Source: an optimization exercise on an open RTL-to-GDS flow (aim: small area). Production flows keep margins and buffers that such runs may drop. Only simulation tests tie the RTL to the original design; equivalence was not proved. The clock port is modelled as an ideal driver; clocking choices that lean on that would not hold on a real chip. Power is estimated from default activity; no workload was simulated.

==> exp/sierra <==
==> flow/design.v (excerpt) <==
module core#(
    parameter ADR_MSB = 15,
    parameter DAT_MSB = 15
)(
    input       wire            clk,
    input       wire            rst,
    input       wire            m_wait,
    input       wire[7:0]       m_idata,
    output      wire[7:0]       m_odata,
    output      wire[ADR_MSB:0] m_addr,
    output      wire            m_cs,
    output      wire            m_we
);
==> flow/config.mk <==
export PLATFORM = sky130hd
export DESIGN_NAME = core
export DESIGN_NICKNAME = core
export VERILOG_FILES = /design/flow/design.v
export SDC_FILE = /design/flow/constraint.sdc
export NUM_CORES = 4
export LEC_CHECK = 0
export ABC_AREA = 1
export CAP_MARGIN = 0
export CORE_ASPECT_RATIO = 0.5
export CORE_MARGIN = 2
export CORE_UTILIZATION = 75
export SETUP_SLACK_MARGIN = 0.1
export SLEW_MARGIN = 0
==> flow/constraint.sdc <==
create_clock -name core_clock -period 5.0 [get_ports {clk}]
set_input_delay 1.0000 -clock core_clock [delete_from_list [all_inputs] [get_ports {clk}]]
set_output_delay 1.0000 -clock core_clock [all_outputs]
set_load 0.01 [all_outputs]
standard.sh (not shown) runs the stock make flow with config.mk's settings and CLKGATE_MAP_FILE= SYNTH_SCRIPT=/design/flow/synth_recipe.tcl, a recipe that flattens the netlist after the stock synthesis.
==> flow/flow/run.sh <==
#!/bin/bash
# Own layout flow: the standard ORFS flow (standard.sh), with
#  - an area-oriented ABC script for the combinational logic (the registers
#    are mapped exactly as in the standard synthesis; abc does not touch them),
#  - minimum-size buffers on the ports,
#  - a one-level clock tree: the clock port drives a few clock buffers, each
#    driving the clock pins of one group of nearby registers (own_cts.tcl,
#    run just before TritonCTS, which then leaves the clock net alone),
#  - no large buffers for the resizer's repairs (the platform's dont-use
#    list plus buf_4 and up).
set -euo pipefail
DONT_USE="sky130_fd_sc_hd__probe_p_8 sky130_fd_sc_hd__probec_p_8 sky130_fd_sc_hd__lpflow_bleeder_1 sky130_fd_sc_hd__lpflow_clkbufkapwr_1 sky130_fd_sc_hd__lpflow_clkbufkapwr_16 sky130_fd_sc_hd__lpflow_clkbufkapwr_2 sky130_fd_sc_hd__lpflow_clkbufkapwr_4 sky130_fd_sc_hd__lpflow_clkbufkapwr_8 sky130_fd_sc_hd__lpflow_clkinvkapwr_1 sky130_fd_sc_hd__lpflow_clkinvkapwr_16 sky130_fd_sc_hd__lpflow_clkinvkapwr_2 sky130_fd_sc_hd__lpflow_clkinvkapwr_4 sky130_fd_sc_hd__lpflow_clkinvkapwr_8 sky130_fd_sc_hd__lpflow_decapkapwr_12 sky130_fd_sc_hd__lpflow_decapkapwr_3 sky130_fd_sc_hd__lpflow_decapkapwr_4 sky130_fd_sc_hd__lpflow_decapkapwr_6 sky130_fd_sc_hd__lpflow_decapkapwr_8 sky130_fd_sc_hd__lpflow_inputiso0n_1 sky130_fd_sc_hd__lpflow_inputiso0p_1 sky130_fd_sc_hd__lpflow_inputiso1n_1 sky130_fd_sc_hd__lpflow_inputiso1p_1 sky130_fd_sc_hd__lpflow_inputisolatch_1 sky130_fd_sc_hd__lpflow_isobufsrc_1 sky130_fd_sc_hd__lpflow_isobufsrc_16 sky130_fd_sc_hd__lpflow_isobufsrc_2 sky130_fd_sc_hd__lpflow_isobufsrc_4 sky130_fd_sc_hd__lpflow_isobufsrc_8 sky130_fd_sc_hd__lpflow_isobufsrckapwr_16 sky130_fd_sc_hd__lpflow_lsbuf_lh_hl_isowell_tap_1 sky130_fd_sc_hd__lpflow_lsbuf_lh_hl_isowell_tap_2 sky130_fd_sc_hd__lpflow_lsbuf_lh_hl_isowell_tap_4 sky130_fd_sc_hd__lpflow_lsbuf_lh_isowell_4 sky130_fd_sc_hd__lpflow_lsbuf_lh_isowell_tap_1 sky130_fd_sc_hd__lpflow_lsbuf_lh_isowell_tap_2 sky130_fd_sc_hd__lpflow_lsbuf_lh_isowell_tap_4 sky130_fd_sc_hd__buf_4 sky130_fd_sc_hd__buf_6 sky130_fd_sc_hd__buf_8 sky130_fd_sc_hd__buf_12 sky130_fd_sc_hd__buf_16 sky130_fd_sc_hd__bufinv_16 sky130_fd_sc_hd__bufbuf_16 sky130_fd_sc_hd__bufbuf_8"
HERE=$(pwd)
cat > "$HERE/flow/own_synth.tcl" <<EOT
proc abc {args} {
  set i [lsearch \$args -script]
  set args [lreplace \$args [expr {\$i+1}] [expr {\$i+1}] $HERE/flow/area.abc]
  yosys abc {*}\$args
}
source $HERE/synth_recipe.tcl
EOT
export OWN_NCLK=4
export OWN_CLKBUF=sky130_fd_sc_hd__buf_12
bash standard.sh SYNTH_SCRIPT="$HERE/flow/own_synth.tcl" \
  BUFFER_PORTS_ARGS="-buffer_cell sky130_fd_sc_hd__buf_1" \
  DONT_USE_CELLS="$DONT_USE" \
  PRE_CTS_TCL="$HERE/flow/own_cts.tcl" \
  CTS_ARGS="-sink_clustering_enable -repair_clock_nets -buf_list $OWN_CLKBUF -dont_use_dummy_load" \
  finish > "$HERE/flow_make.log" 2>&1
==> flow/flow/own_cts.tcl <==
# Clock tree: the clock port drives NCLK clock buffers, each driving the
# clock pins of one group of registers (grouped by placement with a k-means
# whose groups hold at most ceil(registers / NCLK) registers each).
set nclk [expr {[info exists ::env(OWN_NCLK)] ? $::env(OWN_NCLK) : 3}]
set bufcell [expr {[info exists ::env(OWN_CLKBUF)] ? $::env(OWN_CLKBUF) : "sky130_fd_sc_hd__clkbuf_16"}]
set block [ord::get_db_block]
set net [$block findNet clk]
set sinks {}
foreach it [$net getITerms] {
  set inst [$it getInst]
  set bb [$inst getBBox]
  set x [expr {([$bb xMin] + [$bb xMax]) / 2.0}]
  set y [expr {([$bb yMin] + [$bb yMax]) / 2.0}]
  lappend sinks [list [$inst getName] [[$it getMTerm] getName] $x $y]
}
# k-means, seeded along x
set sorted [lsort -real -index 2 $sinks]
set n [llength $sorted]
set cent {}
for {set k 0} {$k < $nclk} {incr k} {
  set s [lindex $sorted [expr {int(($k + 0.5) * $n / $nclk)}]]
  lappend cent [list [lindex $s 2] [lindex $s 3]]
}
# balanced k-means: each group takes at most ceil(n / nclk) sinks
set cap [expr {($n + $nclk - 1) / $nclk}]
for {set iter 0} {$iter < 30} {incr iter} {
  set pairs {}
  set si 0
  foreach s $sinks {
    for {set k 0} {$k < $nclk} {incr k} {
      set c [lindex $cent $k]
      lappend pairs [list [expr {abs([lindex $s 2] - [lindex $c 0]) + abs([lindex $s 3] - [lindex $c 1])}] $si $k]
    }
    incr si
  }
  set pairs [lsort -real -index 0 $pairs]
  set done {}
  set groups {}
  set cnt {}
  for {set k 0} {$k < $nclk} {incr k} { lappend groups {}; lappend cnt 0 }
  foreach p $pairs {
    set si [lindex $p 1]; set k [lindex $p 2]
    if {[dict exists $done $si]} continue
    if {[lindex $cnt $k] >= $cap} continue
    dict set done $si 1
    lset cnt $k [expr {[lindex $cnt $k] + 1}]
    lset groups $k [concat [lindex $groups $k] [list [lindex $sinks $si]]]
  }
  set cent {}
  foreach g $groups {
    set sx 0; set sy 0
    foreach s $g { set sx [expr {$sx + [lindex $s 2]}]; set sy [expr {$sy + [lindex $s 3]}] }
    set m [llength $g]
    if {$m == 0} { set m 1 }
    lappend cent [list [expr {$sx / $m}] [expr {$sy / $m}]]
  }
}
set dbu [$block getDbUnitsPerMicron]
for {set k 0} {$k < $nclk} {incr k} {
  set g [lindex $groups $k]
  if {[llength $g] == 0} continue
  set pins {}
  foreach s $g { lappend pins [get_pins "[lindex $s 0]/[lindex $s 1]"] }
  set c [lindex $cent $k]
  set lx [expr {[lindex $c 0] / $dbu}]
  set ly [expr {[lindex $c 1] / $dbu}]
  puts "clock group $k: [llength $g] sinks, buffer at $lx $ly"
  insert_buffer -buffer_cell $bufcell -net clk -load_pins $pins -location [list $lx $ly] -buffer_name clkbuf_g$k -net_name clknet_g$k
}
Other scripts of this flow, unchanged in this note and not shown: flow/flow/area.abc, flow/flow/own_synth.tcl
==> inputs of exp/garnet, as changes to exp/sierra <==
--- a/flow/config.mk
+++ b/flow/config.mk
@@ -7,8 +7,6 @@
 export LEC_CHECK = 0
 export ABC_AREA = 1
 export CAP_MARGIN = 0
-export CORE_ASPECT_RATIO = 0.5
 export CORE_MARGIN = 2
 export CORE_UTILIZATION = 75
-export SETUP_SLACK_MARGIN = 0.1
 export SLEW_MARGIN = 0
==> inputs of exp/pepper, as changes to exp/sierra <==
==> flow/flow/run.sh (replaced) <==
#!/bin/bash
# Own layout flow: the standard ORFS flow (standard.sh), with
#  - an area-oriented ABC script for the combinational logic (the registers
#    are mapped exactly as in the standard synthesis; abc does not touch them),
#  - minimum-size buffers on the ports,
#  - a clock tree without dummy loads.
set -euo pipefail
HERE=$(pwd)
cat > "$HERE/flow/own_synth.tcl" <<EOT
proc abc {args} {
  set i [lsearch \$args -script]
  set args [lreplace \$args [expr {\$i+1}] [expr {\$i+1}] $HERE/flow/area.abc]
  yosys abc {*}\$args
}
source $HERE/synth_recipe.tcl
EOT
bash standard.sh SYNTH_SCRIPT="$HERE/flow/own_synth.tcl" \
  BUFFER_PORTS_ARGS="-buffer_cell sky130_fd_sc_hd__buf_1" \
  CTS_ARGS="-buf_list sky130_fd_sc_hd__clkbuf_16 -root_buf sky130_fd_sc_hd__clkbuf_16 -sink_clustering_enable -sink_clustering_size 90 -sink_clustering_max_diameter 1000 -dont_use_dummy_load -repair_clock_nets" \
  finish > "$HERE/flow_make.log" 2>&1
==> flow/config.mk (replaced) <==
export PLATFORM = sky130hd
export DESIGN_NAME = core
export DESIGN_NICKNAME = core
export VERILOG_FILES = /design/flow/design.v
export SDC_FILE = /design/flow/constraint.sdc
export NUM_CORES = 4
export LEC_CHECK = 0
export ABC_AREA = 1
export CAP_MARGIN = 20
export CORE_MARGIN = 2
export CORE_UTILIZATION = 70
export SETUP_SLACK_MARGIN = 0.1
export SLEW_MARGIN = 20
removed: flow/flow/own_cts.tcl
==> notes <==
- Sequential power is about the same in exp/garnet and exp/sierra.
- Of exp/sierra and exp/garnet, exp/garnet has the higher clock skew (gap 0.0018 ns).
- Wire length: exp/pepper < exp/garnet < exp/sierra.
- The lowest final cell count belongs to exp/garnet, the highest to exp/pepper.
- Flip-flop and latch count is the same in exp/sierra and exp/garnet.
- Critical path depth, highest first: exp/pepper, exp/garnet, exp/sierra.
- Against exp/garnet, the global-route usage of exp/sierra is higher by 3.2 points.
- The lowest setup slack belongs to exp/garnet, the highest to exp/pepper.
- In exp/pepper the first-iteration DRC count is smaller than in exp/sierra, by about 32%.
- Sequential share of layout area: exp/pepper < exp/sierra < exp/garnet.
- In synthesized area, exp/sierra and exp/pepper do not differ.

==> static timing again, ports no longer ideal <==
Ports are ideal in the flow. The routed layouts listed here were re-timed in OpenROAD. Step 1 assumes that a clkbuf_16 drives the clock port and a buf_2 every other input. Step 2, shift: input delay + t, output delay - t, t = (earliest + latest rising clock arrival at the registers) / 2. This alone moves slack from input paths to output paths. Slacks: no drivers / after step 1 / after step 2; pairs: no drivers / after step 1.
run	shift t [ns]	setup WS [ns]	worst setup path at the end	worst register clock-pin slew, ns
exp/sierra	0.208	0.296 / 0.357 / 0.148	input to register	0.10 / 0.10
exp/garnet	0.206	0.179 / 0.179 / 0.179	register to register	0.09 / 0.09
exp/pepper	0.359	0.324 / 0.324 / 0.324	register to register	0.06 / 0.06
After both steps every run listed still meets setup and hold. For exp/sierra, which loses most, drivers alone change the setup slack by +0.061 ns; drivers and shift together by -0.148 ns.
